What follows belongs to an exercise in optimizing a design on an open flow for small area, a short achievable clock period and few clock cycles; a production flow would make more cautious choices.
Only simulation tests tie the RTL to the original design; equivalence was not proved.
Power is estimated from default activity; no workload was simulated.

## p18240_core
module p18240_core (
  input  logic        clock,
  input  logic        reset_L,
  output logic [15:0] mem_addr,
  output logic [15:0] mem_wdata,
  output logic        mem_re,
  output logic        mem_we,
  input  logic [15:0] mem_rdata,
  output logic        halted);
clock: 10.0 ns
lec_check: 0
cap_margin: 20
core_margin: 2
core_utilization: 40
cts_cluster_diameter: 60
cts_cluster_size: 30
place_density: 0.6
setup_slack_margin: 5
slew_margin: 20
tns_end_percent: 30
run.sh (not shown) runs the stock make flow with config.mk's settings and CLKGATE_MAP_FILE= SYNTH_SCRIPT=/design/flow/synth_recipe.tcl, a recipe that flattens the netlist after the stock synthesis.
Testbench counts at the start, summed over its fixed seeds: cycles 26,823.
Edit:
CTS_CLUSTER_DIAMETER = 45   (was 60)
CTS_CLUSTER_SIZE = 24   (was 30)
TNS_END_PERCENT = not set   (was 30)
Wire length rises by about 1.7%; clock-buffer cell count rises by 31; die area does not change; via count rises by 1.5%; flip-flop and latch count stays the same; synthesized area is unchanged.
Edit:
CORE_UTILIZATION = 55   (was 40)
CTS_CLUSTER_DIAMETER = 60   (was 45)
CTS_CLUSTER_SIZE = 30   (was 24)
PLACE_DENSITY = 0.7   (was 0.6)
What happened:
- global-route usage came out higher by 8.4 points
- combinational power went up slightly
- die area drops by a quarter to a third


p18240_core again, from the RTL that the note above started with.
Design p18240_core, start of the top module:
module p18240_core (
  input  logic        clock,
  input  logic        reset_L,
  output logic [15:0] mem_addr,
  output logic [15:0] mem_wdata,
  output logic        mem_re,
  output logic        mem_we,
  input  logic [15:0] mem_rdata,
  output logic        halted);
clock: 10.0 ns
lec_check: 0
cap_margin: 20
core_margin: 2
core_utilization: 40
cts_cluster_diameter: 60
cts_cluster_size: 30
place_density: 0.6
setup_slack_margin: 5
slew_margin: 20
tns_end_percent: 10
The starting point finished clean.
Testbench counts at the start, summed over its fixed seeds: cycles 26,823.
Edit:
Settings changed: CTS_CLUSTER_DIAMETER 60 to default, CTS_CLUSTER_SIZE 30 to default, SETUP_SLACK_MARGIN 5 to 4.8, TNS_END_PERCENT 10 to default.
Result:
- fmax is higher by 1.3%
- final area is higher by 2.2%
- synthesized cell count does not change
Edit:
Settings changed: CTS_CLUSTER_DIAMETER from default to 60, CTS_CLUSTER_SIZE from default to 30, SETUP_SLACK_MARGIN 4.8 to 5.
What happened: Count of clock-buffer cells in the layout went down by 46; fmax increases by 1.0%; worst hold slack gains 0.0070 ns; worst setup slack improves by 0.051 ns; final cell count hardly moves; via count went up by 0.37%; routed wire length goes up by about 0.75%; utilization fell by 0.27 points; power went down by about 9%; final area decreases by 0.58%.


p18240_core again, from the RTL that the note above started with.
Design p18240_core, start of the top module:
module p18240_core (
  input  logic        clock,
  input  logic        reset_L,
  output logic [15:0] mem_addr,
  output logic [15:0] mem_wdata,
  output logic        mem_re,
  output logic        mem_we,
  input  logic [15:0] mem_rdata,
  output logic        halted);
clock: 10.0 ns
lec_check: 0
abc_clock_period_in_ps: 4000
cap_margin: 20
core_margin: 2
core_utilization: 40
place_density: 0.6
slew_margin: 20
standard.sh (not shown) runs the stock make flow with config.mk's settings and CLKGATE_MAP_FILE= SYNTH_SCRIPT=/design/flow/synth_recipe.tcl, a recipe that flattens the netlist after the stock synthesis.
==> flow/flow/run.sh <==
#!/bin/bash
set -euo pipefail
bash standard.sh SETUP_SLACK_MARGIN=5.7 finish > standard.log 2>&1
The baseline produced a clean layout.
Testbench counts at the start, summed over its fixed seeds: cycles 26,823.
Rerun with:
==> flow/run.sh (new file) <==
#!/bin/bash
# synth_recipe.tcl (not shown) runs the flow's synth.tcl, then flattens the netlist and writes it again
# the make line also repeats each setting of config.mk as NAME=value (left out here)
make -C /OpenROAD-flow-scripts/flow DESIGN_CONFIG=/design/flow/config.mk WORK_HOME=/design/flow/orfs CLKGATE_MAP_FILE= SYNTH_SCRIPT=/design/flow/synth_recipe.tcl finish
Settings changed: ABC_CLOCK_PERIOD_IN_PS 4000 to unset, CTS_CLUSTER_DIAMETER set to 60, CTS_CLUSTER_SIZE set to 30, SETUP_SLACK_MARGIN set to 5, TNS_END_PERCENT set to 0.
removed: flow/flow/run.sh
removed: flow/standard.sh
=>
- The changed run finished clean
- critical path depth goes up by 1
- routed wire length goes down by a few percent
- combinational power goes down slightly
- final area goes down by a few percent
- non-clock buffer count goes down by 102
- total power goes down by a little under a tenth
- worst setup slack is worse by 0.31 ns
- clock skew stays flat
- sequential power stays flat
- cell count goes down by a few percent
- via count goes down by a few percent
Rerun with:
==> flow/flow/run.sh (new file) <==
#!/bin/bash
set -euo pipefail
bash standard.sh SETUP_SLACK_MARGIN=5.8 finish > standard.log 2>&1
==> flow/standard.sh (new file) <==
#!/bin/bash
# synth_recipe.tcl (not shown) runs the flow's synth.tcl, then flattens the netlist and writes it again
# the make line also repeats each setting of config.mk as NAME=value (left out here)
make -C /OpenROAD-flow-scripts/flow DESIGN_CONFIG=/design/flow/config.mk WORK_HOME=/design/flow/orfs CLKGATE_MAP_FILE= SYNTH_SCRIPT=/design/flow/synth_recipe.tcl "${@:-finish}"
Settings changed: ABC_CLOCK_PERIOD_IN_PS set to 2500, CTS_CLUSTER_DIAMETER 60 to unset, CTS_CLUSTER_SIZE 30 to unset, SETUP_SLACK_MARGIN 5 to unset, TNS_END_PERCENT 0 to unset.
removed: flow/run.sh
The changed run went through all stages and came out clean; global-route usage increases by 1.6 points; sequential share of layout area decreases by 4.2 points; worst setup slack is better by 0.29 ns; cell area increases by 9.5%; non-clock buffer count increases by 122; routed wire length increases by 6.9%; utilization increases by 4.4 points; critical path depth increases by 1; count of clock-buffer cells in the layout increases by 50.
Rerun with:
==> flow/run.sh (new file) <==
#!/bin/bash
# synth_recipe.tcl (not shown) runs the flow's synth.tcl, then flattens the netlist and writes it again
# the make line also repeats each setting of config.mk as NAME=value (left out here)
make -C /OpenROAD-flow-scripts/flow DESIGN_CONFIG=/design/flow/config.mk WORK_HOME=/design/flow/orfs CLKGATE_MAP_FILE= SYNTH_SCRIPT=/design/flow/synth_recipe.tcl finish
Settings changed: ABC_CLOCK_PERIOD_IN_PS 2500 to 4000, SETUP_SLACK_MARGIN set to 5.
removed: flow/flow/run.sh
removed: flow/standard.sh
Effect: The new run went through all stages and came out clean. Register-to-register slack is worse by 0.49 ns. Sequential share of layout area goes up by 2.6 points. Synthesized area does not change. Total power drops by 5.3%. Critical path depth came out lower by 1. Core utilization went down by 2.8 points. Design area shrinks by 5.6%.

==> port drivers added, routing unchanged <==
How much do the figures lean on ideal ports? The routed layouts below were timed once more, with nothing changed but the port constraints. Step 1 assumes that a clkbuf_16 drives the clock port and a buf_2 every other input. Step 2 also shifts input and output timing later by t, the mid clock arrival at the registers, as if the neighbouring blocks saw the same clock. Three values: ideal ports, drivers, drivers and shift; two values: the first two.
| run | t, ns | setup WS [ns] | worst setup path at the end | slew at the worst register clock pin (ns) | pins driven straight from the clock port |
|---|---|---|---|---|---|
| the first run of note 1 | 0.685 | 4.863 / 4.791 / 4.510 | input to register | 0.11 / 0.11 | 1 |
| the second run of note 1 | 0.695 | 4.965 / 4.895 / 4.598 | input to register | 0.08 / 0.08 | 1 |
| the third run of note 1 | 0.667 | 4.937 / 4.870 / 4.658 | input to register | 0.10 / 0.10 | 1 |
| the first run of note 2 | 0.681 | 4.787 / 4.718 / 4.515 | input to register | 0.11 / 0.11 | 1 |
| the second run of note 2 | 0.681 | 4.854 / 4.785 / 4.557 | input to register | 0.07 / 0.07 | 1 |
| the third run of note 2 | 0.682 | 4.905 / 4.837 / 4.576 | input to register | 0.11 / 0.11 | 1 |
| the first run of note 3 | 0.686 | 5.081 / 5.009 / 5.117 | input to register | 0.07 / 0.07 | 1 |
| the second run of note 3 | 0.683 | 4.775 / 4.706 / 4.530 | input to register | 0.11 / 0.11 | 1 |
| the third run of note 3 | 0.686 | 5.061 / 4.990 / 5.255 | input to register | 0.07 / 0.07 | 1 |
| the fourth run of note 3 | 0.685 | 4.945 / 4.874 / 4.627 | input to register | 0.07 / 0.07 | 1 |
After both steps every run listed still meets setup and hold. For the second run of note 1, which loses most, drivers alone change the setup slack by -0.070 ns; drivers and shift together by -0.367 ns.
